This design comes from an exercise in tuning for a short achievable clock period and few clock cycles on the open sky130 flow, not from production work. Function was checked by simulation only, so behaviour that the tests miss may differ from the original. Power and IR drop assume default switching activity.

--- design.v ---
module y86cpu(
    input   wire                clk,
    input   wire                rst,
    input   wire[47:0]      rom_data_i,
    input   wire[31:0]         mem_data_i,
    output  wire                mem_read_o,
    output  wire                mem_write_o,
    output  wire[31:0]         mem_addr_o,
    output  wire[31:0]         mem_data_o,
    output  wire[31:0]         rom_addr_o,
    output  wire                halted_o
);
    reg [31:0]  F_pc;                
    reg [31:0]  N_p5;                
    reg         BR;                  
    reg         BRn_o;
    reg [2:0]   ras_ptr;
    reg [31:0]  ras [0:7];
    reg [7:0]   ras_v;
    reg         P_call;
    reg [2:0]   P_idx;
    reg         zf, lt;              
    reg         zfp, ltp;            
    reg         halted;
    reg         redir;
    reg [2:0]   redir_ptr;
    reg [31:0]  redir_pc;
    reg         D_valid;
    reg [3:0]   D_icode, D_ifun;
    reg [3:0]   D_srcA, D_srcB, D_dstE, D_dstM;
    reg [31:0]  D_valC, D_pred;
    reg         D_unres, D_ptaken;
    reg [2:0]   D_ptr;
    reg         E_valid;
    reg [3:0]   E_icode, E_ifun, E_dstE, E_dstM;
    reg [31:0]  E_aluA, E_aluB, E_valA, E_pred;
    reg [31:0]  E_adrC;              
    reg [31:0]  E_aluAn;             
    reg [31:0]  E_adrB;              
    reg         E_lateA;             
    reg         E_setcc, E_rr, E_load, E_halt;
    reg         E_fsum, E_fdiff, E_fand, E_fxor;
    reg [2:0]   E_ptr;
    reg         M_valid, M_rd, M_wr;
    reg [7:0]   M_weE, M_weM;
    reg [3:0]   M_icode, M_dstE, M_dstM;
    reg [31:0]  M_valA, M_valE, M_addr, M_pred;
    reg [2:0]   M_ptr;
    reg [31:0]  regs [0:7];
    wire kill = redir | halted;
    wire Dv = D_valid & ~kill;
    wire Ev = E_valid & ~kill;
    wire Mv = M_valid & ~kill;
    function [32:0] ks_add(input [31:0] a, input [31:0] b, input cin);
        reg [31:0] g, p, gg, pp, gn, pn;
        integer i, d;
        begin
            g  = a & b;
            p  = a ^ b;
            gg = g;
            gg[0] = g[0] | (p[0] & cin);
            pp = p;
            for (d = 1; d < 32; d = d * 2) begin
                for (i = 0; i < 32; i = i + 1) begin
                    if (i >= d) begin
                        gn[i] = gg[i] | (pp[i] & gg[i-d]);
                        pn[i] = pp[i] & pp[i-d];
                    end else begin
                        gn[i] = gg[i];
                        pn[i] = pp[i];
                    end
                end
                gg = gn;
                pp = pn;
            end
            ks_add = {gg[30], p ^ {gg[30:0], cin}};
        end
    endfunction
    function cond_eval(input [3:0] fn, input z, input l);
        case (fn)
            4'H0:   cond_eval = 1'b1;
            4'H1:   cond_eval = l | z;
            4'H2:    cond_eval = l;
            4'H3:    cond_eval = z;
            4'H4:   cond_eval = ~z;
            4'H5:   cond_eval = ~l;
            4'H6:    cond_eval = ~l & ~z;
            default: cond_eval = 1'b0;
        endcase
    endfunction
    wire e_cnd = cond_eval(E_ifun, zf, lt);
    wire brmis = BR;
    wire [32:0] e_add33;
    ks32 u_add(.a(E_aluB), .b(E_aluA), .cin(1'b0), .s(e_add33));
    wire [31:0] e_add = e_add33[31:0];
    wire [32:0] e_sub33;
    ks32 u_sub(.a(E_aluB), .b(E_aluAn), .cin(1'b1), .s(e_sub33));
    wire [31:0] e_sub = e_sub33[31:0];
    wire [32:0] e_adr33;
    ks32 u_adr(.a(E_adrB), .b(E_adrC), .cin(1'b0), .s(e_adr33));
    wire [31:0] e_addr  = e_adr33[31:0];
    wire [31:0] e_and = E_aluB & E_aluA;
    wire [31:0] e_xor = E_aluB ^ E_aluA;
    wire [31:0] e_log  = ({32{E_fand}}  & e_and) | ({32{E_fxor}}  & e_xor);
    wire [31:0] e_valE = ({32{E_fsum}}  & e_add) | ({32{E_fdiff}} & e_sub) | e_log;
    function [31:0] efwd(input sel, input fsum, input fdiff, input [31:0] add,
                         input [31:0] sub, input [31:0] log, input [31:0] other);
        efwd = ({32{sel & fsum}} & add) | ({32{sel & fdiff}} & sub) |
               ({32{sel}} & log) | ({32{~sel}} & other);
    endfunction
    wire [3:0]  e_dstE = (E_rr & ~e_cnd) ? 4'HF : E_dstE;
    wire [31:0] e_or  = E_aluB | E_aluA;
    wire        z_add = &(~(e_xor ^ {e_or[30:0], 1'b0}));
    wire        z_eq  = ~|e_xor;
    wire        z_and = ~|e_and;
    wire        n_zf  = (E_fsum & z_add) | ((E_fdiff | E_fxor) & z_eq) | (E_fand & z_and);
    wire        lt_add = (E_aluA[31] == E_aluB[31]) ? E_aluB[31] : ~e_add33[32];
    wire        lt_sub = (E_aluA[31] != E_aluB[31]) ? E_aluB[31] : ~e_sub33[32];
    wire        n_lt  = (E_fsum & lt_add) | (E_fdiff & lt_sub) | ((E_fand | E_fxor) & e_valE[31]);
    wire M_isRet   = M_icode == 4'H9;
    wire M_isStore = (M_icode == 4'H4) | (M_icode == 4'HA) | (M_icode == 4'H8);
    wire M_isRead  = (M_icode == 4'H5) | (M_icode == 4'HB) | M_isRet;
    assign mem_read_o  = M_rd;
    assign mem_write_o = M_wr & ~redir;
    assign mem_addr_o  = M_addr;
    assign mem_data_o  = M_valA;
    wire mismatch = Mv & M_isRet & (mem_data_i != M_pred);
    wire cc_sel = Ev & E_setcc;
    wire c_zf = cc_sel ? n_zf : zf;
    wire c_lt = cc_sel ? n_lt : lt;
    wire [31:0] rvalA = regs[D_srcA[2:0]];
    wire [31:0] rvalB = regs[D_srcB[2:0]];
    wire hitEA  = Ev & ~D_srcA[3] & (D_srcA == e_dstE);
    wire hitMMA = Mv & ~D_srcA[3] & (D_srcA == M_dstM);
    wire hitMEA = Mv & ~D_srcA[3] & (D_srcA == M_dstE);
    wire hitEB  = Ev & ~D_srcB[3] & (D_srcB == e_dstE);
    wire hitMMB = Mv & ~D_srcB[3] & (D_srcB == M_dstM);
    wire hitMEB = Mv & ~D_srcB[3] & (D_srcB == M_dstE);
    wire [31:0] oldA = hitMMA ? mem_data_i : hitMEA ? M_valE : rvalA;
    wire [31:0] oldB = hitMMB ? mem_data_i : hitMEB ? M_valE : rvalB;
    wire D_useA  = (D_icode == 4'H2) | (D_icode == 4'H6);
    wire D_noB   = (D_icode == 4'H2) | (D_icode == 4'H3);
    wire D_pc    = (D_icode == 4'H8) | (D_icode == 4'H7);
    reg [31:0] constA;
    always @(*) begin
        case (D_icode)
            4'H8, 4'HA:    constA = 32'hfffffffc;
            4'H9, 4'HB:      constA = 32'd4;
            default:            constA = D_valC;
        endcase
    end
    wire        D_alt   = (D_icode == 4'H7) & ~D_ptaken;
    wire        eA_sel  = hitEA & ~D_pc;
    wire [31:0] d_valA2 = efwd(eA_sel, E_fsum, E_fdiff, e_add, e_sub, e_log,
                               D_alt ? D_valC : (D_pc ? N_p5 : oldA));
    wire [31:0] d_aluA  = efwd(D_useA & hitEA, E_fsum, E_fdiff, e_add, e_sub, e_log,
                               D_useA ? oldA : constA);
    wire [31:0] d_aluB  = efwd(~D_noB & hitEB, E_fsum, E_fdiff, e_add, e_sub, e_log,
                               D_noB ? 32'd0 : oldB);
    wire [31:0] d_adrB  = efwd(hitEB, E_fsum, E_fdiff, e_add, e_sub, e_log, oldB);
    wire D_store  = (D_icode == 4'H4) | (D_icode == 4'HA);
    wire luA      = E_load & (E_dstM == D_srcA) & ~D_srcA[3];
    wire luB      = E_load & (E_dstM == D_srcB) & ~D_srcB[3];
    wire stall    = Dv & Ev & ((luA & ~D_store) | luB);
    wire lateA    = Ev & luA & D_store;
    wire [31:0] f_pc = ({32{brmis}} & E_valA) | ({32{~brmis}} & F_pc);
    assign rom_addr_o = ({32{~BRn_o}} & E_valA) | ({32{BRn_o}} & F_pc);
    wire [3:0]  f_icode = rom_data_i[47:44];
    wire [3:0]  f_ifun  = rom_data_i[43:40];
    wire [3:0]  f_rA    = rom_data_i[39:36];
    wire [3:0]  f_rB    = rom_data_i[35:32];
    wire [31:0] f_valC_j = {rom_data_i[15:8], rom_data_i[23:16], rom_data_i[31:24], rom_data_i[39:32]};
    wire [31:0] f_valC_r = {rom_data_i[7:0], rom_data_i[15:8], rom_data_i[23:16], rom_data_i[31:24]};
    wire        f_isJC   = (f_icode == 4'H7) | (f_icode == 4'H8);
    wire [31:0] f_valC   = f_isJC ? f_valC_j : f_valC_r;
    wire [32:0] pF1 = ks_add(F_pc, 32'd1, 1'b0),   pE1 = ks_add(E_valA, 32'd1, 1'b0);
    wire [32:0] pF2 = ks_add(F_pc, 32'd2, 1'b0),   pE2 = ks_add(E_valA, 32'd2, 1'b0);
    wire [32:0] pF5 = ks_add(F_pc, 32'd5, 1'b0),   pE5 = ks_add(E_valA, 32'd5, 1'b0);
    wire [32:0] pF6 = ks_add(F_pc, 32'd6, 1'b0),   pE6 = ks_add(E_valA, 32'd6, 1'b0);
    wire [31:0] f_pc1 = ({32{brmis}} & pE1[31:0]) | ({32{~brmis}} & pF1[31:0]);
    wire [31:0] f_pc2 = ({32{brmis}} & pE2[31:0]) | ({32{~brmis}} & pF2[31:0]);
    wire [31:0] f_pc5 = ({32{brmis}} & pE5[31:0]) | ({32{~brmis}} & pF5[31:0]);
    wire [31:0] f_pc6 = ({32{brmis}} & pE6[31:0]) | ({32{~brmis}} & pF6[31:0]);
    wire f_len2 = (f_icode == 4'H2) | (f_icode == 4'H6) | (f_icode == 4'HA) | (f_icode == 4'HB);
    wire f_len6 = (f_icode == 4'H3) | (f_icode == 4'H4) | (f_icode == 4'H5);
    wire f_len5 = (f_icode == 4'H7) | (f_icode == 4'H8);
    wire f_len1 = ~f_len2 & ~f_len6 & ~f_len5;
    wire D_isOP     = D_icode == 4'H6;
    wire cc_settled = ~(Dv & D_isOP) & ~(Ev & E_setcc);
    wire f_known    = (f_ifun == 4'H0) | cc_settled;
    wire f_ptaken   = (f_ifun != 4'H3);
    wire f_jtaken   = f_known ? cond_eval(f_ifun, zf, lt) : f_ptaken;
    reg [3:0] f_srcA, f_srcB, f_dstE, f_dstM;
    always @(*) begin
        f_srcA = 4'HF; f_srcB = 4'HF; f_dstE = 4'HF; f_dstM = 4'HF;
        case (f_icode)
            4'H2: begin f_srcA = f_rA; f_dstE = f_rB; end
            4'H3: begin f_dstE = f_rB; end
            4'H4: begin f_srcA = f_rA; f_srcB = f_rB; end
            4'H5: begin f_srcB = f_rB; f_dstM = f_rA; end
            4'H6:    begin f_srcA = f_rA; f_srcB = f_rB; f_dstE = f_rB; end
            4'H8:   begin f_srcB = 4'H4; f_dstE = 4'H4; end
            4'H9:    begin f_srcA = 4'H4; f_srcB = 4'H4; f_dstE = 4'H4; end
            4'HA:  begin f_srcA = f_rA; f_srcB = 4'H4; f_dstE = 4'H4; end
            4'HB:   begin f_srcA = 4'H4; f_srcB = 4'H4; f_dstE = 4'H4; f_dstM = f_rA; end
            default: ;
        endcase
    end
    wire        E_mov    = E_rr | (E_icode == 4'H3);
    wire [31:0] pushval  = E_aluA;
    wire        pushknow = Dv & (D_icode == 4'HA) & hitEA & E_mov;
    wire [2:0]  ras_base = brmis ? E_ptr : ras_ptr;
    wire [2:0]  ras_up   = ras_base + 3'd1;
    wire [2:0]  ras_dn   = ras_base - 3'd1;
    wire [31:0] ras_top  = (P_call & (P_idx == ras_base)) ? N_p5 :
                           (ras_v[ras_base] ? ras[ras_base] : 32'd0);
    wire [31:0] ret_pred = pushknow ? pushval : ras_top;
    reg  [2:0]  f_ptr;
    always @(*) begin
        case (f_icode)
            4'H8:  f_ptr = ras_up;
            4'H9:   f_ptr = pushknow ? ras_base : ras_dn;
            default: f_ptr = ras_base;
        endcase
    end
    wire f_isJ   = f_icode == 4'H7;
    wire f_isRet = f_icode == 4'H9;
    wire s_valC  = (f_isJ & f_jtaken) | (f_icode == 4'H8);
    wire s_p5    = f_isJ & ~f_jtaken;
    wire s_p1    = f_len1 & ~f_isRet;
    wire [31:0] f_seq = ({32{s_valC}}  & f_valC_j) | ({32{s_p1}}   & f_pc1) |
                        ({32{f_len2}}  & f_pc2)    | ({32{s_p5}}   & f_pc5) |
                        ({32{f_len6}}  & f_pc6)    | ({32{f_isRet}} & ret_pred);
    always @(posedge clk) begin
        if (rst) begin
            ras_v   <= 8'd0;
        end else if (P_call) begin
            ras_v[P_idx] <= 1'b1;
        end
        if (P_call)
            ras[P_idx] <= N_p5;
        P_call <= ~rst & ~redir & ~stall & (f_icode == 4'H8);
        P_idx  <= ras_up;
        if (rst) begin
            F_pc    <= 32'd0;
            ras_ptr <= 3'd0;
        end else begin
            if (redir)
                F_pc <= redir_pc;
            else if (~stall)
                F_pc <= f_seq;
        end
        if (~rst & redir) begin
            ras_ptr <= redir_ptr;
        end else if (~rst & ~stall) begin
            N_p5    <= f_pc5;
            ras_ptr <= f_ptr;
        end
    end
    always @(posedge clk) begin
        if (rst) begin
            zf <= 1'b1; lt <= 1'b0;
        end else if (redir) begin
            zf <= zfp; lt <= ltp;
        end else if (cc_sel) begin
            zf <= n_zf; lt <= n_lt;
        end
        zfp <= zf;
        ltp <= lt;
    end
    wire halt_now = Ev & E_halt & ~mismatch;
    always @(posedge clk) begin
        if (rst) begin
            redir  <= 1'b0;
            halted <= 1'b0;
        end else begin
            redir  <= mismatch;
            halted <= halted | halt_now;
        end
        redir_ptr <= M_ptr;
        redir_pc  <= mem_data_i;
    end
    always @(posedge clk) begin
        if (rst | halted | redir) begin
            D_valid <= 1'b0;
        end else if (~stall) begin
            D_valid <= 1'b1;
            D_icode <= f_icode;
            D_ifun  <= f_ifun;
            D_srcA  <= f_srcA;
            D_srcB  <= f_srcB;
            D_dstE  <= f_dstE;
            D_dstM  <= f_dstM;
            D_valC  <= f_valC;
            D_pred  <= ret_pred;
            D_unres <= (f_icode == 4'H7) & ~f_known;
            D_ptaken <= f_ptaken;
            D_ptr   <= f_ptr;
        end
    end
    wire d_brq = ~rst & Dv & ~stall & ~brmis & ~(Ev & E_halt) &
                 (D_icode == 4'H7) & D_unres;
    wire b00 = d_brq & (cond_eval(D_ifun, 1'b0, 1'b0) != D_ptaken);
    wire b01 = d_brq & (cond_eval(D_ifun, 1'b0, 1'b1) != D_ptaken);
    wire b10 = d_brq & (cond_eval(D_ifun, 1'b1, 1'b0) != D_ptaken);
    wire b11 = d_brq & (cond_eval(D_ifun, 1'b1, 1'b1) != D_ptaken);
    wire b_z0 = c_lt ? b01 : b00;
    wire b_z1 = c_lt ? b11 : b10;
    always @(posedge clk) begin
        BR    <= c_zf ? b_z1 : b_z0;
        BRn_o <= c_zf ? ~b_z1 : ~b_z0;
    end
    always @(posedge clk) begin
        E_valid <= ~rst & Dv & ~stall & ~brmis;
        E_icode <= D_icode;
        E_ifun  <= D_ifun;
        E_aluA  <= d_aluA;
        E_aluAn <= ~d_aluA;
        E_aluB  <= d_aluB;
        E_adrB  <= d_adrB;
        E_valA  <= d_valA2;
        E_dstE  <= D_dstE;
        E_dstM  <= D_dstM;
        E_pred  <= D_pred;
        E_ptr   <= D_ptr;
        E_lateA <= lateA;
        E_setcc <= D_isOP;
        E_rr    <= D_icode == 4'H2;
        E_load  <= (D_icode == 4'H5) | (D_icode == 4'HB);
        E_halt  <= D_icode == 4'H0;
        E_fand  <= D_isOP & (D_ifun == 4'H2);
        E_fxor  <= D_isOP & (D_ifun == 4'H3);
        E_fdiff <= D_isOP & (D_ifun == 4'H1);
        E_fsum  <= ~(D_isOP & ((D_ifun == 4'H2) | (D_ifun == 4'H3) | (D_ifun == 4'H1)));
        E_adrC  <= ((D_icode == 4'HB) | (D_icode == 4'H9)) ? 32'd0 : constA;
    end
    integer i;
    always @(posedge clk) begin
        M_valid <= ~rst & Ev;
        M_rd    <= ~rst & Ev &
                   ((E_icode == 4'H5) | (E_icode == 4'HB) | (E_icode == 4'H9));
        M_wr    <= ~rst & Ev &
                   ((E_icode == 4'H4) | (E_icode == 4'HA) | (E_icode == 4'H8));
        for (i = 0; i < 8; i = i + 1) begin
            M_weE[i] <= ~rst & Ev & (e_dstE == i);
            M_weM[i] <= ~rst & Ev & (E_dstM == i);
        end
        M_icode <= E_icode;
        M_valA  <= E_lateA ? mem_data_i : E_valA;
        M_valE  <= e_valE;
        M_addr  <= e_addr;
        M_dstE  <= e_dstE;
        M_dstM  <= E_dstM;
        M_pred  <= E_pred;
        M_ptr   <= E_ptr;
    end
    always @(posedge clk) begin
        for (i = 0; i < 8; i = i + 1) begin
            if ((M_weM[i] | M_weE[i]) & ~redir)
                regs[i] <= M_weM[i] ? mem_data_i : M_valE;
        end
    end
    assign halted_o = halted;
endmodule
module ks32(
    input   wire [31:0]     a,
    input   wire [31:0]     b,
    input   wire            cin,
    output  wire [32:0]     s
);
    wire [31:0] g, p, c;
    ks32_pg   u_pg(.a(a), .b(b), .g(g), .p(p));
    ks32_tree u_tree(.g(g), .p(p), .cin(cin), .c(c));
    assign s = {c[30], p ^ {c[30:0], cin}};
endmodule
module ks32_pg(
    input   wire [31:0]     a,
    input   wire [31:0]     b,
    output  wire [31:0]     g,
    output  wire [31:0]     p
);
    assign g = a & b;
    assign p = a ^ b;
endmodule
module ks32_tree(
    input   wire [31:0]     g,
    input   wire [31:0]     p,
    input   wire            cin,
    output  reg  [31:0]     c
);
    reg [31:0] gg, pp, gn, pn;
    integer i, d;
    always @(*) begin
        gg = g;
        gg[0] = g[0] | (p[0] & cin);
        pp = p;
        for (d = 1; d < 32; d = d * 2) begin
            for (i = 0; i < 32; i = i + 1) begin
                if (i >= d) begin
                    gn[i] = gg[i] | (pp[i] & gg[i-d]);
                    pn[i] = pp[i] & pp[i-d];
                end else begin
                    gn[i] = gg[i];
                    pn[i] = pp[i];
                end
            end
            gg = gn;
            pp = pn;
        end
        c = gg;
    end
endmodule
--- run.sh ---
#!/bin/bash
# synth_recipe.tcl (not shown) runs the flow's synth.tcl, then flattens the netlist and writes it again
# the make line also repeats each setting of config.mk as NAME=value (left out here)
make -C /OpenROAD-flow-scripts/flow DESIGN_CONFIG=/design/flow/config.mk WORK_HOME=/design/flow/orfs CLKGATE_MAP_FILE= SYNTH_SCRIPT=/design/flow/synth_recipe.tcl finish
--- config.mk ---
export PLATFORM = sky130hd
export DESIGN_NAME = y86cpu
export DESIGN_NICKNAME = y86cpu
export VERILOG_FILES = /design/flow/design.v
export SDC_FILE = /design/flow/constraint.sdc
export NUM_CORES = 4
export LEC_CHECK = 0
export CAP_MARGIN = 20
export CORE_MARGIN = 2
export CORE_UTILIZATION = 40
export SETUP_SLACK_MARGIN = 3.5
export SLEW_MARGIN = 20
export SYNTH_HIERARCHICAL = 1
export SYNTH_MINIMUM_KEEP_SIZE = 0
export TNS_END_PERCENT = 100
--- constraint.sdc ---
create_clock -name core_clock -period 7.0 [get_ports {clk}]
set_input_delay 1.4000 -clock core_clock [delete_from_list [all_inputs] [get_ports {clk}]]
set_output_delay 1.4000 -clock core_clock [all_outputs]
set_load 0.01 [all_outputs]
==> metrics.yaml, run 1 <==
floorplan:
  die-area_mm2: 0.154
  num_rows: 142
  core_area_mm2: 0.150
  dieHeight_um: 392
  initial_core_util_pct: 40.2
  num_io_pins: 181
  die-width_um: 392
layout:
  top_regs: "ras (256), regs (256)"
  nets: 6218
  final_cell_mix: "edfxtp_1 (640), nand2_1 (628), dfxtp_1 (435)"
  final_common_cell: "edfxtp_1"
  drive_above_1_share_pct: 21.5
  syn2layout_area_growth_pct: 18.8
route:
  drc_errors: 0
  drtIter0Drc: 8489
  vias_per_cell: 6.46
  wl_um: 282000
  avgRoutedWirePerCell_um: 34.8
  ant_nets: 0
  dr_total_vias: 52500
  firstDrtPassIters: 8
setup_path:
  start_kind: "flip-flop"
  cp_max_fo: 14
  end_kind: "primary output"
  crit_type: "flip-flop to primary output"
  slowest_delay_ns: 0.48
  crit_required_ns: 5.60
  cp_slowest_cell: "clkdlybuf4s50_1"
  arrival_ns: 2.24
  worstPathCellList: "buf_12 -> mux2_2 -> clkdlybuf4s50_1"
timing:
  tns_ns: 0
  finalHoldViolCount: 0
  slew_violations: 0
  slew_headroom_pct: 10.8
  setup_viol: 0
  tightest_slew_ns: 1.33
  fin_crit_ns: 3.64
  max_freq_mhz: 275
  period_share_pct: 52.0
  rsz0062_at_grt: "yes"
  fin_skew_ns: 0.0671
run:
  maxCapViolCount: 0
grt:
  grt_overflow_total: 0
  grt_max_degree: 70
  grt_pass1_wl_um: 384000
  grt_antenna_before_repair: 35
  grt_use_total_pct: 35.7
  grt_pass1_vias: 47700
clock_tree:
  htreeDepth: 3
  clkLatencyLatePin_ns: 0.80
  numCtsBuffers: 121
  clock_path_buffers: 3
  cts_tree: "done"
  clkTransAtPathRegs_ns: 0.06
  cts.sinks: 1143
  root_buffer: "clkbuf_16"
power:
  powerDensity_mw_per_mm2: 282
  p_leak_nw: 26.9
  total_power_w: 0.0202
  vdd_ir_drop_max_v: 0.000234
placement:
  gp_congestion: 1.04
  numPortBuffers: 180
  dpl.hpwl_um: 193000
synthesis:
  syn_avg_cell_area_um2: 10.3
  yosys_warnings: 9
  synth_cells: 5850
  netlist_area_mm2: 0.0602
run_status:
  outcome: "finished clean"
hold_path:
  holdCritPathClass: "flip-flop to flip-flop"
-- repair_timing --
item / CTS / global route
buffers inserted: 56 / 23
pin swaps: 74 / 21
setup endpoints to repair: 298 / 124
hold buffers: 0 / 0
cloned: 9 / 2
gates resized for setup: 340 / 114
-- layer usage --
layer	part of all wire, %	GRT usage, %	up-vias
met3	14	11.0	795
met5	0.089	0.351	-
met1	39	48.4	25800
met2	40	48.9	4113
li1	-	-	21800
met4	7.2	22.7	32
-- metrics by stage --
step	util [%]	hold WS (ns)	std cells	setup WS (ns)	instance area, um2
5_1_grt	47.8	0.294	8090	3.28	71400
3_3_place_gp	43.0	0.311	7765	1.59	64400
6_report	47.8	0.283	8117	3.36	71500
3_5_place_dp	43.0	0.312	7765	1.68	64400
2_1_floorplan	-	0.310	5854	2.75	60300
4_1_cts	47.3	0.275	8062	3.32	70800
-- path summary, 6_finish.rpt --
| kind | start | end | slack, ns | cells past startpoint |
|---|---|---|---|---|
| setup reg to reg | E_aluB[26] | BR | 3.38 | 15 |
| setup / recovery | BRn_o | rom_addr_o[18] | 3.36 | 3 |
| hold / removal | E_pred[12] | M_pred[12] | 0.28 | 0 |
| hold reg to reg | E_pred[12] | M_pred[12] | 0.28 | 0 |
-- power by group --
group	internal (W)	leakage, nW	switching, W	total (W)
registers	0.00777	10.1	0.000667	0.00843
logic	0.00191	14.6	0.00276	0.00467
clock network	0.00405	2.12	0.00300	0.00705
-- worst max-delay path, delay by kind of cell, from the launching register on --
kind | cells | cell delay (ns)
buffers and inverters | 2 | 0.66
multiplexers | 1 | 0.37
flip-flops | 1 | 0.38
-- final cells by class --
type                            instances  area (um2)
Antenna cell                           29        72.6
Clock buffer                          156        3430
Clock inverter                         76         928
Fill cell                           13800       78100
Inverter                              157         604
Multi-Input combinational cell       4091       30400
Sequential cell                      1143       29400
Tap cell                             2016        2520
Timing Repair Buffer                  449        4160
Testbench counts, summed over its fixed seeds: cycles 56,719.
==> run 2: changes to the inputs <==
--- a/design.v
+++ b/design.v
@@ -13,7 +13,6 @@
     reg [31:0]  F_pc;                
     reg [31:0]  N_p5;                
     reg         BR;                  
-    reg         BRn_o;
     reg [2:0]   ras_ptr;
     reg [31:0]  ras [0:7];
     reg [7:0]   ras_v;
@@ -116,7 +115,7 @@
     wire        n_zf  = (E_fsum & z_add) | ((E_fdiff | E_fxor) & z_eq) | (E_fand & z_and);
     wire        lt_add = (E_aluA[31] == E_aluB[31]) ? E_aluB[31] : ~e_add33[32];
     wire        lt_sub = (E_aluA[31] != E_aluB[31]) ? E_aluB[31] : ~e_sub33[32];
-    wire        n_lt  = (E_fsum & lt_add) | (E_fdiff & lt_sub) | ((E_fand | E_fxor) & e_valE[31]);
+    wire        n_lt  = (E_fsum & lt_add) | (E_fdiff & lt_sub) | e_log[31];
     wire M_isRet   = M_icode == 4'H9;
     wire M_isStore = (M_icode == 4'H4) | (M_icode == 4'HA) | (M_icode == 4'H8);
     wire M_isRead  = (M_icode == 4'H5) | (M_icode == 4'HB) | M_isRet;
@@ -163,8 +162,8 @@
     wire luB      = E_load & (E_dstM == D_srcB) & ~D_srcB[3];
     wire stall    = Dv & Ev & ((luA & ~D_store) | luB);
     wire lateA    = Ev & luA & D_store;
-    wire [31:0] f_pc = ({32{brmis}} & E_valA) | ({32{~brmis}} & F_pc);
-    assign rom_addr_o = ({32{~BRn_o}} & E_valA) | ({32{BRn_o}} & F_pc);
+    wire [31:0] f_pc = F_pc;
+    assign rom_addr_o = F_pc;
     wire [3:0]  f_icode = rom_data_i[47:44];
     wire [3:0]  f_ifun  = rom_data_i[43:40];
     wire [3:0]  f_rA    = rom_data_i[39:36];
@@ -173,14 +172,14 @@
     wire [31:0] f_valC_r = {rom_data_i[7:0], rom_data_i[15:8], rom_data_i[23:16], rom_data_i[31:24]};
     wire        f_isJC   = (f_icode == 4'H7) | (f_icode == 4'H8);
     wire [31:0] f_valC   = f_isJC ? f_valC_j : f_valC_r;
-    wire [32:0] pF1 = ks_add(F_pc, 32'd1, 1'b0),   pE1 = ks_add(E_valA, 32'd1, 1'b0);
-    wire [32:0] pF2 = ks_add(F_pc, 32'd2, 1'b0),   pE2 = ks_add(E_valA, 32'd2, 1'b0);
-    wire [32:0] pF5 = ks_add(F_pc, 32'd5, 1'b0),   pE5 = ks_add(E_valA, 32'd5, 1'b0);
-    wire [32:0] pF6 = ks_add(F_pc, 32'd6, 1'b0),   pE6 = ks_add(E_valA, 32'd6, 1'b0);
-    wire [31:0] f_pc1 = ({32{brmis}} & pE1[31:0]) | ({32{~brmis}} & pF1[31:0]);
-    wire [31:0] f_pc2 = ({32{brmis}} & pE2[31:0]) | ({32{~brmis}} & pF2[31:0]);
-    wire [31:0] f_pc5 = ({32{brmis}} & pE5[31:0]) | ({32{~brmis}} & pF5[31:0]);
-    wire [31:0] f_pc6 = ({32{brmis}} & pE6[31:0]) | ({32{~brmis}} & pF6[31:0]);
+    wire [32:0] pF1 = ks_add(F_pc, 32'd1, 1'b0);
+    wire [32:0] pF2 = ks_add(F_pc, 32'd2, 1'b0);
+    wire [32:0] pF5 = ks_add(F_pc, 32'd5, 1'b0);
+    wire [32:0] pF6 = ks_add(F_pc, 32'd6, 1'b0);
+    wire [31:0] f_pc1 = pF1[31:0];
+    wire [31:0] f_pc2 = pF2[31:0];
+    wire [31:0] f_pc5 = pF5[31:0];
+    wire [31:0] f_pc6 = pF6[31:0];
     wire f_len2 = (f_icode == 4'H2) | (f_icode == 4'H6) | (f_icode == 4'HA) | (f_icode == 4'HB);
     wire f_len6 = (f_icode == 4'H3) | (f_icode == 4'H4) | (f_icode == 4'H5);
     wire f_len5 = (f_icode == 4'H7) | (f_icode == 4'H8);
@@ -209,7 +208,7 @@
     wire        E_mov    = E_rr | (E_icode == 4'H3);
     wire [31:0] pushval  = E_aluA;
     wire        pushknow = Dv & (D_icode == 4'HA) & hitEA & E_mov;
-    wire [2:0]  ras_base = brmis ? E_ptr : ras_ptr;
+    wire [2:0]  ras_base = ras_ptr;
     wire [2:0]  ras_up   = ras_base + 3'd1;
     wire [2:0]  ras_dn   = ras_base - 3'd1;
     wire [31:0] ras_top  = (P_call & (P_idx == ras_base)) ? N_p5 :
@@ -239,7 +238,7 @@
         end
         if (P_call)
             ras[P_idx] <= N_p5;
-        P_call <= ~rst & ~redir & ~stall & (f_icode == 4'H8);
+        P_call <= ~rst & ~redir & ~brmis & ~stall & (f_icode == 4'H8);
         P_idx  <= ras_up;
         if (rst) begin
             F_pc    <= 32'd0;
@@ -247,11 +246,15 @@
         end else begin
             if (redir)
                 F_pc <= redir_pc;
+            else if (brmis)
+                F_pc <= E_valA;
             else if (~stall)
                 F_pc <= f_seq;
         end
         if (~rst & redir) begin
             ras_ptr <= redir_ptr;
+        end else if (~rst & brmis) begin
+            ras_ptr <= E_ptr;
         end else if (~rst & ~stall) begin
             N_p5    <= f_pc5;
             ras_ptr <= f_ptr;
@@ -281,7 +284,7 @@
         redir_pc  <= mem_data_i;
     end
     always @(posedge clk) begin
-        if (rst | halted | redir) begin
+        if (rst | halted | redir | brmis) begin
             D_valid <= 1'b0;
         end else if (~stall) begin
             D_valid <= 1'b1;
@@ -304,11 +307,16 @@
     wire b01 = d_brq & (cond_eval(D_ifun, 1'b0, 1'b1) != D_ptaken);
     wire b10 = d_brq & (cond_eval(D_ifun, 1'b1, 1'b0) != D_ptaken);
     wire b11 = d_brq & (cond_eval(D_ifun, 1'b1, 1'b1) != D_ptaken);
-    wire b_z0 = c_lt ? b01 : b00;
-    wire b_z1 = c_lt ? b11 : b10;
+    wire       sgn_eq = E_aluA[31] == E_aluB[31];
+    wire       l_ca   = cc_sel & E_fsum  & ~sgn_eq;
+    wire       l_cs   = cc_sel & E_fdiff &  sgn_eq;
+    wire       l_k    = cc_sel ? ((E_fsum | E_fdiff) ? E_aluB[31] : e_log[31]) : lt;
+    wire       br_nx, brn_nx;
+    br_dec u_br(.ca(e_add33[32]), .cs(e_sub33[32]), .zn(n_zf), .l_ca(l_ca), .l_cs(l_cs),
+                .l_k(l_k), .z_new(cc_sel), .z_old(zf),
+                .b00(b00), .b01(b01), .b10(b10), .b11(b11), .br(br_nx), .brn(brn_nx));
     always @(posedge clk) begin
-        BR    <= c_zf ? b_z1 : b_z0;
-        BRn_o <= c_zf ? ~b_z1 : ~b_z0;
+        BR    <= br_nx;
     end
     always @(posedge clk) begin
         E_valid <= ~rst & Dv & ~stall & ~brmis;
@@ -410,3 +418,25 @@
         c = gg;
     end
 endmodule
+module br_dec(
+    input   wire            ca,
+    input   wire            cs,
+    input   wire            zn,
+    input   wire            l_ca,
+    input   wire            l_cs,
+    input   wire            l_k,
+    input   wire            z_new,
+    input   wire            z_old,
+    input   wire            b00,
+    input   wire            b01,
+    input   wire            b10,
+    input   wire            b11,
+    output  wire            br,
+    output  wire            brn
+);
+    wire l = l_ca ? ~ca : (l_cs ? ~cs : l_k);
+    wire z = z_new ? zn : z_old;
+    wire r = z ? (l ? b11 : b10) : (l ? b01 : b00);
+    assign br  = r;
+    assign brn = ~r;
+endmodule
==> run 2 against run 1 <==
  * Critical endpoint is now F_pc[21]
  * Global-route usage down 4.1 points
  * Clock power down 3.1%
  * Sequential power down 0.7%
  * Count of clock-buffer cells in the layout up 15
  * Worst hold slack better by 0.028 ns
==> metrics.yaml, run 2 <==
timing:
  finalWorstSetupSlack_ns: 3.46
  finalHoldViolCount: 0
  fin_crit_ns: 3.54
  tns_ns: 0
  period_share_pct: 50.6
  fin_skew_ns: 0.0720
  slew_headroom_pct: 9.52
  max_freq_mhz: 282
  rsz0062_at_grt: "yes"
  tightest_slew_ns: 1.34
  setup_viol: 0
  slew_violations: 0
clock_tree:
  ctsHoldBuffers: 0
  clkTransAtPathRegs_ns: 0.07
  htreeDepth: 3
  cts.sinks: 1145
  cts_tree: "done"
  clock_path_buffers: 3
  root_buffer: "clkbuf_16"
  numCtsBuffers: 121
  clkLatencyLatePin_ns: 0.81
hold_path:
  hold_path_depth: 0
  hold_path_end: "E_pred[13]"
  holdCritPathClass: "flip-flop to flip-flop"
  worstHoldStart: "D_pred[13]"
route:
  ant_nets: 0
  drc_errors: 0
  wl_um: 235000
  firstDrtPassIters: 6
  drtIter0Drc: 6239
  vias_per_cell: 6.23
  dr_total_vias: 44000
  avgRoutedWirePerCell_um: 33.3
grt:
  grt_max_degree: 67
  grt_pass1_vias: 41800
  grt_use_total_pct: 31.6
  grt_antenna_before_repair: 28
  grt_pass1_wl_um: 325000
  grt_overflow_total: 0
setup_path:
  regToRegEndpoint: "F_pc[21]"
  cp_slowest_cell: "mux2i_1"
  slowest_delay_ns: 0.82
  arrival_ns: 4.26
  rrSetupSlack_ns: 3.46
  cp_max_fo: 12
  reg2regPathDepth: 9
  r2r-start: "zf"
  end_kind: "flip-flop"
  worstPathCellList: "nor4b_2 -> a21oi_4 -> a41oi_2 -> nand2_2 -> a211o_4 -> buf_12 -> mux2i_1 -> a32o_1 -> a21o_1"
  start_kind: "flip-flop"
  crit_type: "flip-flop to flip-flop"
  crit_buf_inv: 1
  crit_required_ns: 7.71
  path_delay_family: "compound AO/OA/AOI/OAI gates"
placement:
  placedCellCount: 6795
  dp_slack_ns: 1.89
  placed_area_mm2: 0.0605
  numPortBuffers: 180
  dpl.hpwl_um: 169000
  gp_congestion: 1.04
floorplan:
  num_rows: 137
  dieHeight_um: 380
  core_area_mm2: 0.140
  num_io_pins: 181
  die-width_um: 380
  initial_core_util_pct: 40.4
  die-area_mm2: 0.144
layout:
  top_regs: "ras (256), regs (256)"
  final_cells: 7059
  nets: 5319
  final_cell_mix: "edfxtp_1 (640), dfxtp_1 (464), nand2_1 (365)"
  final_common_cell: "edfxtp_1"
  n_fill_cell: 12800
  drive_above_1_share_pct: 20.2
  syn2layout_area_growth_pct: 16.4
  fin_area_mm2: 0.0658
synthesis:
  synth_cells: 4952
  netlist_area_mm2: 0.0566
  syn_avg_cell_area_um2: 11.4
  yosys_warnings: 9
run_status:
  outcome: "finished clean"
power:
  p_leak_nw: 24.3
  powerDensity_mw_per_mm2: 292
  vdd_ir_drop_max_v: 0.000228
run:
  maxCapViolCount: 0
-- run 2: cell count changes in the layout (fill, tap and decap cells not counted), sizes merged, moves of 42 or more --
| cell | delta |
|---|---|
| xor2 | -62 |
| buf | -101 |
| mux4 | +73 |
| a21oi | -50 |
| xnor2 | -42 |
| nand3 | -207 |
| nor2 | -54 |
| nand2 | -266 |
| mux2 | -81 |
-- run 2: stage by stage --
stage | util (%) | total power [W] | hold WS (ns)
finish | 47.1 | 0.0193 | 0.311
global route | 47.1 | 0.0198 | 0.329
CTS | 46.7 | 0.0191 | 0.312
detailed placement | 43.3 | 0.0122 | 0.312
global placement | 43.3 | 0.0122 | 0.310
floorplan | - | 0.0106 | 0.310
-- run 2: final cells by class --
| class | count | area, um2 | area share, % |
|---|---|---|---|
| Sequential cell | 1145 | 29400 | 44.7 |
| Multi-Input combinational cell | 3293 | 26100 | 39.6 |
| Clock buffer | 171 | 3470 | 5.26 |
| Timing Repair Buffer | 344 | 3150 | 4.78 |
| Tap cell | 1876 | 2350 | 3.56 |
| Clock inverter | 59 | 758 | 1.15 |
| Inverter | 164 | 616 | 0.935 |
| Antenna cell | 7 | 17.5 | 0.0266 |
-- run 2: worst max-delay path by stage --
stage                         from           to  cells after the start
floorplan                      rst    D_dstE[0]                      2
global placement    rom_data_i[45]     F_pc[22]                     10
detailed placement  rom_data_i[45]     F_pc[22]                     10
CTS                      E_aluB[3]  E_aluAn[19]                     14
global route             E_aluB[0]   E_valA[21]                     13
finish                          zf     F_pc[21]                      9
-- run 2: report_power, final --
group / switching [W] / total (W) / internal, W
logic: 0.00233 / 0.00406 / 0.00173
registers: 0.000598 / 0.00837 / 0.00777
clock network: 0.00288 / 0.00683 / 0.00395
total: 0.00581 / 0.0193 / 0.0134
-- run 2: per-layer routing --
metal / vias up / GRT usage (%) / wire, um
met5: - / 0 / 134
met4: 22 / 14.6 / 12500
met3: 552 / 7.69 / 26100
met2: 2710 / 46.7 / 101000
met1: 21900 / 43.5 / 95900
li1: 18700 / - / -
-- run 2: timing repair --
action                     in CTS  in global routing
pin swaps                       9                 23
gates resized for setup       112                 97
cloned                          1                  0
buffers inserted                8                 17
setup endpoints to repair     294                113
Testbench counts of run 2, summed over its fixed seeds: cycles 57,815.
==> run 3: changes to the inputs <==
--- a/design.v
+++ b/design.v
@@ -102,11 +102,6 @@
     wire [31:0] e_xor = E_aluB ^ E_aluA;
     wire [31:0] e_log  = ({32{E_fand}}  & e_and) | ({32{E_fxor}}  & e_xor);
     wire [31:0] e_valE = ({32{E_fsum}}  & e_add) | ({32{E_fdiff}} & e_sub) | e_log;
-    function [31:0] efwd(input sel, input fsum, input fdiff, input [31:0] add,
-                         input [31:0] sub, input [31:0] log, input [31:0] other);
-        efwd = ({32{sel & fsum}} & add) | ({32{sel & fdiff}} & sub) |
-               ({32{sel}} & log) | ({32{~sel}} & other);
-    endfunction
     wire [3:0]  e_dstE = (E_rr & ~e_cnd) ? 4'HF : E_dstE;
     wire [31:0] e_or  = E_aluB | E_aluA;
     wire        z_add = &(~(e_xor ^ {e_or[30:0], 1'b0}));
@@ -150,13 +145,15 @@
     end
     wire        D_alt   = (D_icode == 4'H7) & ~D_ptaken;
     wire        eA_sel  = hitEA & ~D_pc;
-    wire [31:0] d_valA2 = efwd(eA_sel, E_fsum, E_fdiff, e_add, e_sub, e_log,
-                               D_alt ? D_valC : (D_pc ? N_p5 : oldA));
-    wire [31:0] d_aluA  = efwd(D_useA & hitEA, E_fsum, E_fdiff, e_add, e_sub, e_log,
-                               D_useA ? oldA : constA);
-    wire [31:0] d_aluB  = efwd(~D_noB & hitEB, E_fsum, E_fdiff, e_add, e_sub, e_log,
-                               D_noB ? 32'd0 : oldB);
-    wire [31:0] d_adrB  = efwd(hitEB, E_fsum, E_fdiff, e_add, e_sub, e_log, oldB);
+    wire [31:0] d_valA2, d_aluA, d_aluB, d_adrB;
+    efwd_mux u_fvA(.sel(eA_sel), .fsum(E_fsum), .fdiff(E_fdiff), .add(e_add), .sub(e_sub),
+                   .log(e_log), .other(D_alt ? D_valC : (D_pc ? N_p5 : oldA)), .y(d_valA2));
+    efwd_mux u_faA(.sel(D_useA & hitEA), .fsum(E_fsum), .fdiff(E_fdiff), .add(e_add), .sub(e_sub),
+                   .log(e_log), .other(D_useA ? oldA : constA), .y(d_aluA));
+    efwd_mux u_faB(.sel(~D_noB & hitEB), .fsum(E_fsum), .fdiff(E_fdiff), .add(e_add), .sub(e_sub),
+                   .log(e_log), .other(D_noB ? 32'd0 : oldB), .y(d_aluB));
+    efwd_mux u_fdB(.sel(hitEB), .fsum(E_fsum), .fdiff(E_fdiff), .add(e_add), .sub(e_sub),
+                   .log(e_log), .other(oldB), .y(d_adrB));
     wire D_store  = (D_icode == 4'H4) | (D_icode == 4'HA);
     wire luA      = E_load & (E_dstM == D_srcA) & ~D_srcA[3];
     wire luB      = E_load & (E_dstM == D_srcB) & ~D_srcB[3];
@@ -440,3 +437,16 @@
     assign br  = r;
     assign brn = ~r;
 endmodule
+module efwd_mux(
+    input   wire            sel,
+    input   wire            fsum,
+    input   wire            fdiff,
+    input   wire [31:0]     add,
+    input   wire [31:0]     sub,
+    input   wire [31:0]     log,
+    input   wire [31:0]     other,
+    output  wire [31:0]     y
+);
+    assign y = ({32{sel & fsum}} & add) | ({32{sel & fdiff}} & sub) |
+               ({32{sel}} & log) | ({32{~sel}} & other);
+endmodule
--- a/config.mk
+++ b/config.mk
@@ -8,7 +8,7 @@
 export CAP_MARGIN = 20
 export CORE_MARGIN = 2
 export CORE_UTILIZATION = 40
-export SETUP_SLACK_MARGIN = 3.5
+export SETUP_SLACK_MARGIN = 4.2
 export SLEW_MARGIN = 20
 export SYNTH_HIERARCHICAL = 1
 export SYNTH_MINIMUM_KEEP_SIZE = 0
==> run 3 against run 2 <==
  * Still clean on timing, DRC and antenna
  * Worst hold slack improved by 0.0052 ns
  * Sequential power is 0.5% higher
  * Wire length rose by 10%
  * Sequential share of layout area decreased by 5.2 points
  * Clock skew fell by 0.016 ns
  * Cell count is 9.2% higher
  * Register-to-register slack gained 0.45 ns
  * Total power rose by 7.1%
  * Non-clock buffer count grew 341
  * Count of clock-buffer cells in the layout up 26
  * Worst setup slack improved by 0.45 ns
  * Die area rose by 2.8%
  * Critical endpoint is now E_adrB[24]
==> metrics.yaml, run 3 <==
floorplan:
  initial_core_util_pct: 40.4
  core_area_mm2: 0.144
  dieHeight_um: 385
  num_io_pins: 181
  die-area_mm2: 0.148
  num_rows: 139
  die-width_um: 385
grt:
  grt_pass1_vias: 45700
  grt_overflow_total: 0
  grt_use_total_pct: 33.3
  met1_usage_pct: 45.9
  grt-busiest-layer: "met2"
  grt_antenna_before_repair: 22
  use_met3_pct: 9.93
  grt_pass1_wl_um: 350000
  grtUsageMet2_pct: 47.4
  grt_max_degree: 78
clock_tree:
  numCtsBuffers: 131
  ctsHoldBuffers: 0
  clkLatencyLatePin_ns: 0.80
  cts_tree: "done"
  root_buffer: "clkbuf_16"
  htreeDepth: 4
  clock_path_buffers: 3
  clkTransAtPathRegs_ns: 0.06
  cts.sinks: 1145
timing:
  setup_viol: 0
  tightest_slew_ns: 1.15
  rsz0062_at_grt: "yes"
  finalHoldViolCount: 0
  slew_violations: 0
  tns_ns: 0
  fin_crit_ns: 3.10
  fin_skew_ns: 0.0563
  max_freq_mhz: 323
  slew_headroom_pct: 23.3
  period_share_pct: 44.3
route:
  avgRoutedWirePerCell_um: 33.6
  vias_per_cell: 6.46
  drc_errors: 0
  firstDrtPassIters: 6
  wl_um: 259000
  ant_nets: 0
  dr_total_vias: 49800
  drtIter0Drc: 7496
layout:
  drive_above_1_share_pct: 33.4
  final_cells: 7708
  final_common_cell: "edfxtp_1"
  final_cell_mix: "edfxtp_1 (640), nor2_1 (415), dfxtp_1 (411)"
  syn2layout_area_growth_pct: 29.0
  top_regs: "ras (256), regs (256)"
  nets: 5937
  n_fill_cell: 12500
setup_path:
  arrival_ns: 3.73
  cp_max_fo: 4
  crit_required_ns: 7.63
  r2r-start: "E_aluB[4]"
  slowest_delay_ns: 0.45
  crit_cells: 12
  crit_type: "flip-flop to flip-flop"
  cp_common_cell: "o21ai_4"
  cp-startpoint: "E_aluB[4]"
  reg2regPathDepth: 12
  cp_slowest_cell: "a21oi_2"
  start_kind: "flip-flop"
  crit_buf_inv: 1
  path_delay_family: "compound AO/OA/AOI/OAI gates"
  end_kind: "flip-flop"
  worstPathCellList: "ha_4 -> and4_1 -> a21o_1 -> o21a_4 -> o21ai_4 -> buf_4 -> a31oi_4 -> o21ai_4 -> nand2b_4 -> xor2_4 -> a221oi_1 -> a21oi_2"
synthesis:
  synth_cells: 5272
  yosys_warnings: 9
  netlist_area_mm2: 0.0581
  syn_avg_cell_area_um2: 11.0
placement:
  placedCellCount: 7069
  dpl.hpwl_um: 167000
  numPortBuffers: 180
  gp_congestion: 1.00
hold_path:
  worstHoldStart: "E_pred[3]"
  hold_path_depth: 0
  holdCritPathClass: "flip-flop to flip-flop"
run:
  maxCapViolCount: 0
power:
  switching_share_pct: 31.1
  powerDensity_mw_per_mm2: 275
  p_leak_nw: 28.2
  total_power_w: 0.0206
  vdd_ir_drop_max_v: 0.000201
  combPwrFrac_pct: 25.1
  intPower_w: 0.0142
  clockPowerShare_pct: 34.1
  p_seq_share_pct: 40.8
  switching_power_w: 0.00641
run_status:
  outcome: "finished clean"
-- run 3: final cells by class --
class / count / area [um2] / area share, %
multi-input cells: 3543 / 30700 / 41.0
repair inverters: 1 / 7.51 / 0.0100
flip-flops and latches: 1145 / 29600 / 39.5
inverters: 180 / 703 / 0.938
diodes: 8 / 20.0 / 0.0267
clock inverters: 46 / 598 / 0.798
clock buffers: 197 / 3750 / 5.00
repair buffers: 685 / 7200 / 9.60
well taps: 1903 / 2380 / 3.18
-- run 3: worst paths after layout --
check	end	slack, ns
worst min register to register	M_pred[3]	0.32
worst max register to register	E_adrB[24]	3.90
worst min-delay path	M_pred[3]	0.32
worst max-delay path	E_adrB[24]	3.90
-- run 3: routing by layer --
metal | up-vias | wire (um)
li1 | 20700 | -
met1 | 24700 | 102000
met2 | 3584 | 107000
met3 | 664 | 35100
met4 | 14 | 14900
met5 | - | 94
-- run 3: power by group through the flow --
| stage | sequential (W) | clock [W] | combinational, W |
|---|---|---|---|
| after detailed placement | 0.00852 | 0 | 0.00400 |
| after global placement | 0.00852 | 0 | 0.00397 |
| final | 0.00841 | 0.00703 | 0.00517 |
| after floorplan | 0.00812 | 0 | 0.00289 |
| after global routing | 0.00845 | 0.00732 | 0.00542 |
| after CTS | 0.00838 | 0.00706 | 0.00475 |
-- run 3: per-stage QoR --
stage | worst slack, ns | util, % | instance area, um2 | hold WS (ns)
after floorplan | 3.85 | - | 58600 | 0.310
after global placement | 1.78 | 43.1 | 62100 | 0.311
after detailed placement | 1.69 | 43.1 | 62100 | 0.312
after CTS | 4.00 | 50.0 | 72000 | 0.322
after global routing | 3.87 | 52.0 | 75000 | 0.327
final | 3.90 | 52.1 | 75000 | 0.317
-- run 3: repair_timing --
item                                    in CTS  in global routing
endpoints found under the setup margin     477                335
setup buffers                              218                133
gates resized for setup                   1092                392
gates cloned                                24                 13
pin swaps                                  233                166
Testbench counts of run 3, summed over its fixed seeds: cycles 57,815.
==> run 4: changes to the inputs <==
--- a/config.mk
+++ b/config.mk
@@ -8,7 +8,7 @@
 export CAP_MARGIN = 20
 export CORE_MARGIN = 2
 export CORE_UTILIZATION = 40
-export SETUP_SLACK_MARGIN = 4.2
+export SETUP_SLACK_MARGIN = 4.5
 export SLEW_MARGIN = 20
 export SYNTH_HIERARCHICAL = 1
 export SYNTH_MINIMUM_KEEP_SIZE = 0
==> run 4 against run 3 <==
  * Largest power group unchanged
  * Still clean on timing, DRC and antenna
  * Utilization up 3.4 points
  * Via count up 4.2%
  * Worst setup slack better by 0.016 ns
  * Cell count up 2.3%
  * Cell area up 6.6%
  * Clock skew down 0.020 ns
  * Sequential power up 0.5%
  * First-iteration DRC count up 4.3%
  * Global-route usage up 3.0 points
==> metrics.yaml, run 4 <==
floorplan:
  dieHeight_um: 385
  num_rows: 139
  die-width_um: 385
  num_io_pins: 181
  die-area_mm2: 0.148
  initial_core_util_pct: 40.4
  core_area_mm2: 0.144
grt:
  grt_antenna_before_repair: 19
  grt_overflow_total: 0
  grt_use_total_pct: 36.3
  grt_pass1_vias: 47900
  grt_pass1_wl_um: 377000
  grt_max_degree: 88
route:
  dr_total_vias: 51800
  ant_nets: 0
  wl_um: 282000
  drtIter0Drc: 7817
  avgRoutedWirePerCell_um: 35.7
  firstDrtPassIters: 8
  vias_per_cell: 6.58
  drc_errors: 0
clock_tree:
  htreeDepth: 4
  ctsHoldBuffers: 0
  root_buffer: "clkbuf_16"
  clock_path_buffers: 3
  numCtsBuffers: 133
  cts.sinks: 1145
  cts_tree: "done"
  clkTransAtPathRegs_ns: 0.06
  clkLatencyLatePin_ns: 0.82
timing:
  slew_violations: 0
  setup_viol: 0
  hold_ws_ns: 0.305
  tightest_slew_ns: 1.01
  fin_crit_ns: 3.08
  rsz0062_at_grt: "yes"
  tns_ns: 0
  period_share_pct: 44.0
  max_freq_mhz: 324
  finalHoldViolCount: 0
  slew_headroom_pct: 32.1
  fin_skew_ns: 0.0361
power:
  p_leak_nw: 30.0
  powerDensity_mw_per_mm2: 271
  vdd_ir_drop_max_v: 0.000194
layout:
  drive_above_1_share_pct: 41.9
  syn2layout_area_growth_pct: 37.4
  top_regs: "ras (256), regs (256)"
  final_cell_mix: "edfxtp_1 (640), buf_4 (378), dfxtp_1 (371)"
  nets: 6107
  final_common_cell: "edfxtp_1"
synthesis:
  netlist_area_mm2: 0.0581
  synth_cells: 5272
  syn_avg_cell_area_um2: 11.0
  yosys_warnings: 9
hold_path:
  holdCritPathClass: "flip-flop to flip-flop"
  hold_path_depth: 0
setup_path:
  cp_slowest_cell: "edfxtp_1"
  cp_max_fo: 32
  rrSetupSlack_ns: 3.92
  slowest_delay_ns: 0.43
  arrival_ns: 3.74
  worstPathCellList: "buf_6 -> nor2b_2 -> nand3_1 -> a21boi_1 -> nor2_2 -> buf_4 -> a22oi_1 -> o21ai_1 -> nor2_1 -> a21oi_2"
  start_kind: "flip-flop"
  crit_required_ns: 7.66
  crit_type: "flip-flop to flip-flop"
  reg2regPathDepth: 10
  end_kind: "flip-flop"
run:
  maxCapViolCount: 0
placement:
  dpl.hpwl_um: 176000
  gp_congestion: 1.02
  numPortBuffers: 180
run_status:
  outcome: "finished clean"
[run 4: cell count changes in the layout (fill, tap and decap cells not counted), moves of 30 or more]
cell	before	now
xor2_1	137	105
dfxtp_1	411	371
nor2_4	37	80
dfxtp_2	33	81
buf_4	314	378
a21oi_1	252	188
buf_12	58	88
dlygate4sd2_1	59	6
buf_6	97	208
a21oi_2	102	156
nor2_1	415	360
[run 4: metrics by stage]
step	total power [W]	worst slack (ns)	instances	instance area [um2]	utilization, %
floorplan	0.0110	3.85	5276	58900	-
global placement	0.0127	2.04	7079	62400	43.3
detailed placement	0.0127	2.02	7079	62400	43.3
CTS	0.0209	4.00	7719	75700	52.6
global route	0.0222	3.90	7870	79900	55.5
finish	0.0217	3.92	7882	79900	55.5
[run 4: final timing paths]
kind	startpoint	to
worst max-delay path	D_icode[2]	E_valA[12]
worst min-delay path	E_pred[8]	M_pred[8]
worst min register to register	E_pred[8]	M_pred[8]
worst max register to register	D_icode[2]	E_valA[12]
[run 4: repair_timing]
| item | 4_1_cts | 5_1_grt |
|---|---|---|
| pin swaps | 292 | 266 |
| resized for setup | 1753 | 579 |
| endpoints found under the setup margin | 568 | 513 |
| gates cloned | 45 | 13 |
| setup buffers | 350 | 138 |
| hold endpoints to repair | 0 | 0 |
[run 4: per-layer routing]
layer | share of wire, % | GRT usage [%] | vias to the layer above
met5 | 0.064 | 0 | -
met4 | 6.7 | 19.2 | 6
met3 | 13 | 10.8 | 878
met2 | 42 | 52.3 | 3958
met1 | 38 | 49.1 | 25900
li1 | - | - | 21100
[run 4: worst max-delay path, delay by kind of cell, from the launching register on]
family,cells,cell delay (ns)
AOI/OAI and AO/OA,4,1.13
buffers and inverters,2,0.55
and+or+nand+nor,4,0.78
DFF,1,0.43
[run 4: area by class of cell]
type                            instances  area [um2]
Fill cell                           12100       64100
Sequential cell                      1145       29600
Clock inverter                         69         828
Inverter                              180         699
Tap cell                             1903        2380
Multi-Input combinational cell       3545       32900
Antenna cell                           12        30.0
Timing Repair Buffer                  852        9680
Clock buffer                          176        3720
[run 4: where the power goes]
| group | internal (W) | switching (W) | leakage (nW) |
|---|---|---|---|
| combinational | 0.00273 | 0.00314 | 17.6 |
| clock | 0.00424 | 0.00309 | 2.23 |
| sequential | 0.00778 | 0.000675 | 10.2 |
| total | 0.0147 | 0.00691 | 30.0 |
==> run 5: changes to the inputs <==
--- a/design.v
+++ b/design.v
@@ -121,6 +121,8 @@
     wire mismatch = Mv & M_isRet & (mem_data_i != M_pred);
     wire cc_sel = Ev & E_setcc;
     wire c_zf = cc_sel ? n_zf : zf;
+    wire ebr;
+    wire [31:0] d_alt = D_ptaken ? N_p5 : D_valC;
     wire c_lt = cc_sel ? n_lt : lt;
     wire [31:0] rvalA = regs[D_srcA[2:0]];
     wire [31:0] rvalB = regs[D_srcB[2:0]];
@@ -235,7 +237,7 @@
         end
         if (P_call)
             ras[P_idx] <= N_p5;
-        P_call <= ~rst & ~redir & ~brmis & ~stall & (f_icode == 4'H8);
+        P_call <= ~rst & ~redir & ~brmis & ~ebr & ~stall & (f_icode == 4'H8);
         P_idx  <= ras_up;
         if (rst) begin
             F_pc    <= 32'd0;
@@ -245,6 +247,8 @@
                 F_pc <= redir_pc;
             else if (brmis)
                 F_pc <= E_valA;
+            else if (ebr)
+                F_pc <= d_alt;
             else if (~stall)
                 F_pc <= f_seq;
         end
@@ -252,6 +256,8 @@
             ras_ptr <= redir_ptr;
         end else if (~rst & brmis) begin
             ras_ptr <= E_ptr;
+        end else if (~rst & ebr) begin
+            ras_ptr <= D_ptr;
         end else if (~rst & ~stall) begin
             N_p5    <= f_pc5;
             ras_ptr <= f_ptr;
@@ -281,7 +287,7 @@
         redir_pc  <= mem_data_i;
     end
     always @(posedge clk) begin
-        if (rst | halted | redir | brmis) begin
+        if (rst | halted | redir | brmis | ebr) begin
             D_valid <= 1'b0;
         end else if (~stall) begin
             D_valid <= 1'b1;
@@ -300,10 +306,12 @@
     end
     wire d_brq = ~rst & Dv & ~stall & ~brmis & ~(Ev & E_halt) &
                  (D_icode == 4'H7) & D_unres;
-    wire b00 = d_brq & (cond_eval(D_ifun, 1'b0, 1'b0) != D_ptaken);
-    wire b01 = d_brq & (cond_eval(D_ifun, 1'b0, 1'b1) != D_ptaken);
-    wire b10 = d_brq & (cond_eval(D_ifun, 1'b1, 1'b0) != D_ptaken);
-    wire b11 = d_brq & (cond_eval(D_ifun, 1'b1, 1'b1) != D_ptaken);
+    wire d_zj  = (D_ifun == 4'H3) | (D_ifun == 4'H4);
+    wire d_brl = d_brq & ~d_zj;
+    wire b00 = d_brl & (cond_eval(D_ifun, 1'b0, 1'b0) != D_ptaken);
+    wire b01 = d_brl & (cond_eval(D_ifun, 1'b0, 1'b1) != D_ptaken);
+    wire b10 = d_brl & (cond_eval(D_ifun, 1'b1, 1'b0) != D_ptaken);
+    wire b11 = d_brl & (cond_eval(D_ifun, 1'b1, 1'b1) != D_ptaken);
     wire       sgn_eq = E_aluA[31] == E_aluB[31];
     wire       l_ca   = cc_sel & E_fsum  & ~sgn_eq;
     wire       l_cs   = cc_sel & E_fdiff &  sgn_eq;
@@ -312,6 +320,7 @@
     br_dec u_br(.ca(e_add33[32]), .cs(e_sub33[32]), .zn(n_zf), .l_ca(l_ca), .l_cs(l_cs),
                 .l_k(l_k), .z_new(cc_sel), .z_old(zf),
                 .b00(b00), .b01(b01), .b10(b10), .b11(b11), .br(br_nx), .brn(brn_nx));
+    assign ebr = d_brq & d_zj & (((D_ifun == 4'H3) ? c_zf : ~c_zf) != D_ptaken);
     always @(posedge clk) begin
         BR    <= br_nx;
     end
==> run 5 against run 4 <==
  * Still clean on timing, DRC and antenna
  * Die area rose by 1.5%
  * Flip-flop and latch count is the same
  * Worst hold slack improved by 0.0043 ns
  * Total power rose by 0.90%
  * Wire length increased by 7.2%
  * Cell count increased by 1.9%
  * Critical path depth rose by 5
  * Count of clock-buffer cells in the layout grew 4
  * Fmax down 9.3%
  * Utilization is 0.48 points higher
  * Critical endpoint is now E_aluAn[26]
  * Largest cell class unchanged
==> metrics.yaml, run 5 <==
power:
  switching_share_pct: 32.8
  p_leak_nw: 30.6
  clockPowerShare_pct: 31.1
  switching_power_w: 0.00716
  p_seq_share_pct: 39.0
  powerDensity_mw_per_mm2: 267
  vdd_ir_drop_max_v: 0.000292
  combPwrFrac_pct: 29.9
  intPower_w: 0.0147
setup_path:
  cp_max_fo: 5
  worstPathCellList: "buf_4 -> ha_4 -> a21oi_1 -> o21ai_1 -> o21ai_4 -> buf_6 -> a31oi_4 -> o21ai_4 -> buf_12 -> a21oi_4 -> xor2_4 -> a221oi_2 -> a21oi_2 -> buf_4 -> inv_1"
  crit_required_ns: 7.63
  crit_type: "flip-flop to flip-flop"
  r2r-start: "E_aluB[6]"
  cp_slowest_cell: "o21ai_1"
  end_kind: "flip-flop"
  start_kind: "flip-flop"
  arrival_ns: 4.03
  cp-startpoint: "E_aluB[6]"
  slowest_delay_ns: 0.50
layout:
  nets: 6239
  syn2layout_area_growth_pct: 38.5
  n_fill_cell: 12000
  final_cell_mix: "edfxtp_1 (640), buf_4 (423), nor2_1 (418)"
  final_cells: 8031
  final_common_cell: "edfxtp_1"
  drive_above_1_share_pct: 43.0
  top_regs: "ras (256), regs (256)"
route:
  vias_per_cell: 6.67
  avgRoutedWirePerCell_um: 37.6
  dr_total_vias: 53600
  drtIter0Drc: 8540
  firstDrtPassIters: 9
  wl_um: 302000
  drc_errors: 0
  ant_nets: 0
floorplan:
  initial_core_util_pct: 40.4
  dieHeight_um: 388
  num_io_pins: 181
  die-width_um: 388
  die-area_mm2: 0.151
  num_rows: 140
  core_area_mm2: 0.146
placement:
  placedCellCount: 7194
  numPortBuffers: 180
  dp_slack_ns: 2.02
  dpl.hpwl_um: 183000
  gp_congestion: 1.02
clock_tree:
  cts.sinks: 1145
  clkLatencyLatePin_ns: 0.83
  ctsHoldBuffers: 0
  root_buffer: "clkbuf_16"
  numCtsBuffers: 121
  cts_tree: "done"
  clock_path_buffers: 3
  htreeDepth: 3
  clkTransAtPathRegs_ns: 0.07
grt:
  grt_overflow_total: 0
  grt_max_degree: 89
  grt_use_total_pct: 38.3
  grt_pass1_vias: 50100
  grt_antenna_before_repair: 30
  use_met3_pct: 14.5
  met1_usage_pct: 46.7
  grt-busiest-layer: "met2"
  grtUsageMet2_pct: 54.9
  grt_pass1_wl_um: 404000
synthesis:
  netlist_area_mm2: 0.0590
  synth_cells: 5355
  yosys_warnings: 9
  syn_avg_cell_area_um2: 11.0
timing:
  rsz0062_at_grt: "yes"
  finalWorstSetupSlack_ns: 3.60
  finalHoldViolCount: 0
  fin_skew_ns: 0.0929
  slew_violations: 0
  fin_crit_ns: 3.40
  max_freq_mhz: 294
  period_share_pct: 48.5
  setup_viol: 0
  slew_headroom_pct: 24.8
  tns_ns: 0
  tightest_slew_ns: 1.13
run_status:
  outcome: "finished clean"
run:
  maxCapViolCount: 0
hold_path:
  worstHoldStart: "D_pred[2]"
  holdCritPathClass: "flip-flop to flip-flop"
## run 5: worst paths after layout
path	end	slack, ns	depth (start not counted)
setup reg to reg	E_aluAn[26]	3.60	15
setup / recovery	E_aluAn[26]	3.60	15
hold reg to reg	E_pred[2]	0.31	0
hold / removal	E_pred[2]	0.31	0
## run 5: cell type report
| cell class | instances | area [um2] | area share, % |
|---|---|---|---|
| clock inverters | 51 | 661 | 0.808 |
| well taps | 1917 | 2400 | 2.93 |
| repair buffers | 907 | 10300 | 12.6 |
| multi-input cells | 3650 | 34500 | 42.2 |
| clock buffers | 180 | 3510 | 4.29 |
| flip-flops and latches | 1145 | 29700 | 36.3 |
| diodes | 17 | 42.5 | 0.0520 |
| inverters | 164 | 648 | 0.793 |
## run 5: through the flow
step                hold slack [ns]  power (W)  cell area, um2  util (%)
finish                        0.309     0.0219           81800      56.0
global route                  0.313     0.0223           81700      55.9
CTS                           0.303     0.0209           78000      53.4
detailed placement            0.312     0.0130           63500      43.5
global placement              0.311     0.0129           63500      43.5
floorplan                     0.310     0.0112           59900         -
## run 5: repair_timing
action,4_1_cts,5_1_grt
endpoints found under the setup margin,579,527
gates cloned,54,14
gates resized for setup,1848,474
setup buffers,384,137
pin swaps,268,216
## run 5: power groups by stage
stage | clock, W | combinational [W] | sequential (W)
5_1_grt | 0.00705 | 0.00673 | 0.00855
3_3_place_gp | 0 | 0.00436 | 0.00858
4_1_cts | 0.00679 | 0.00570 | 0.00845
3_5_place_dp | 0 | 0.00439 | 0.00859
2_1_floorplan | 0 | 0.00303 | 0.00818
6_report | 0.00680 | 0.00654 | 0.00851
## run 5: metal layers
metal / routed length, um / part of all wire, % / up-vias
met5: 519 / 0.17 / -
met4: 29500 / 9.8 / 14
met3: 42200 / 14 / 1269
met2: 124000 / 41 / 4396
met1: 106000 / 35 / 26400
li1: - / - / 21500
## run 5: worst max-delay path, delay by kind of cell, from the launching register on
kind,cells,cell delay [ns]
buffers and inverters,5,0.69
XOR/XNOR,1,0.32
AO/OA/AOI/OAI,8,1.54
adder cells (fa/ha/maj),1,0.29
flip-flops,1,0.37
Testbench counts of run 5, summed over its fixed seeds: cycles 56,966.

## separate check: timing with driven ports
Ports are ideal in the flow. The routed layouts listed here were re-timed in OpenROAD.
Step 1 (the two cells are an assumption about what drives the block):
set clk [get_ports {clk}]
set_driving_cell -lib_cell sky130_fd_sc_hd__clkbuf_16 $clk
set_driving_cell -lib_cell sky130_fd_sc_hd__buf_2 [delete_from_list [all_inputs] $clk]
Step 2 also shifts input and output timing later by t, the mid clock arrival at the registers, as if the neighbouring blocks saw the same clock.
a / b / c = ideal ports / drivers / drivers and shift; a / b = the first two.
run	shift t [ns]	slack for setup (ns)	worst setup path at the end	worst slew at a driven data input, ns
run 1	0.854	3.360 / 3.275 / 2.608	input to register	0.16
run 2	0.855	3.456 / 3.451 / 2.635	input to register	0.17
run 3	0.847	3.902 / 3.902 / 3.219	input to register	0.14
run 4	0.881	3.918 / 3.918 / 3.407	input to register	0.23
run 5	0.870	3.604 / 3.604 / 3.062	input to register	0.09
After both steps setup and hold are still met in every run listed. For run 2, which loses most, drivers alone change the setup slack by -0.005 ns; drivers and shift together by -0.821 ns.
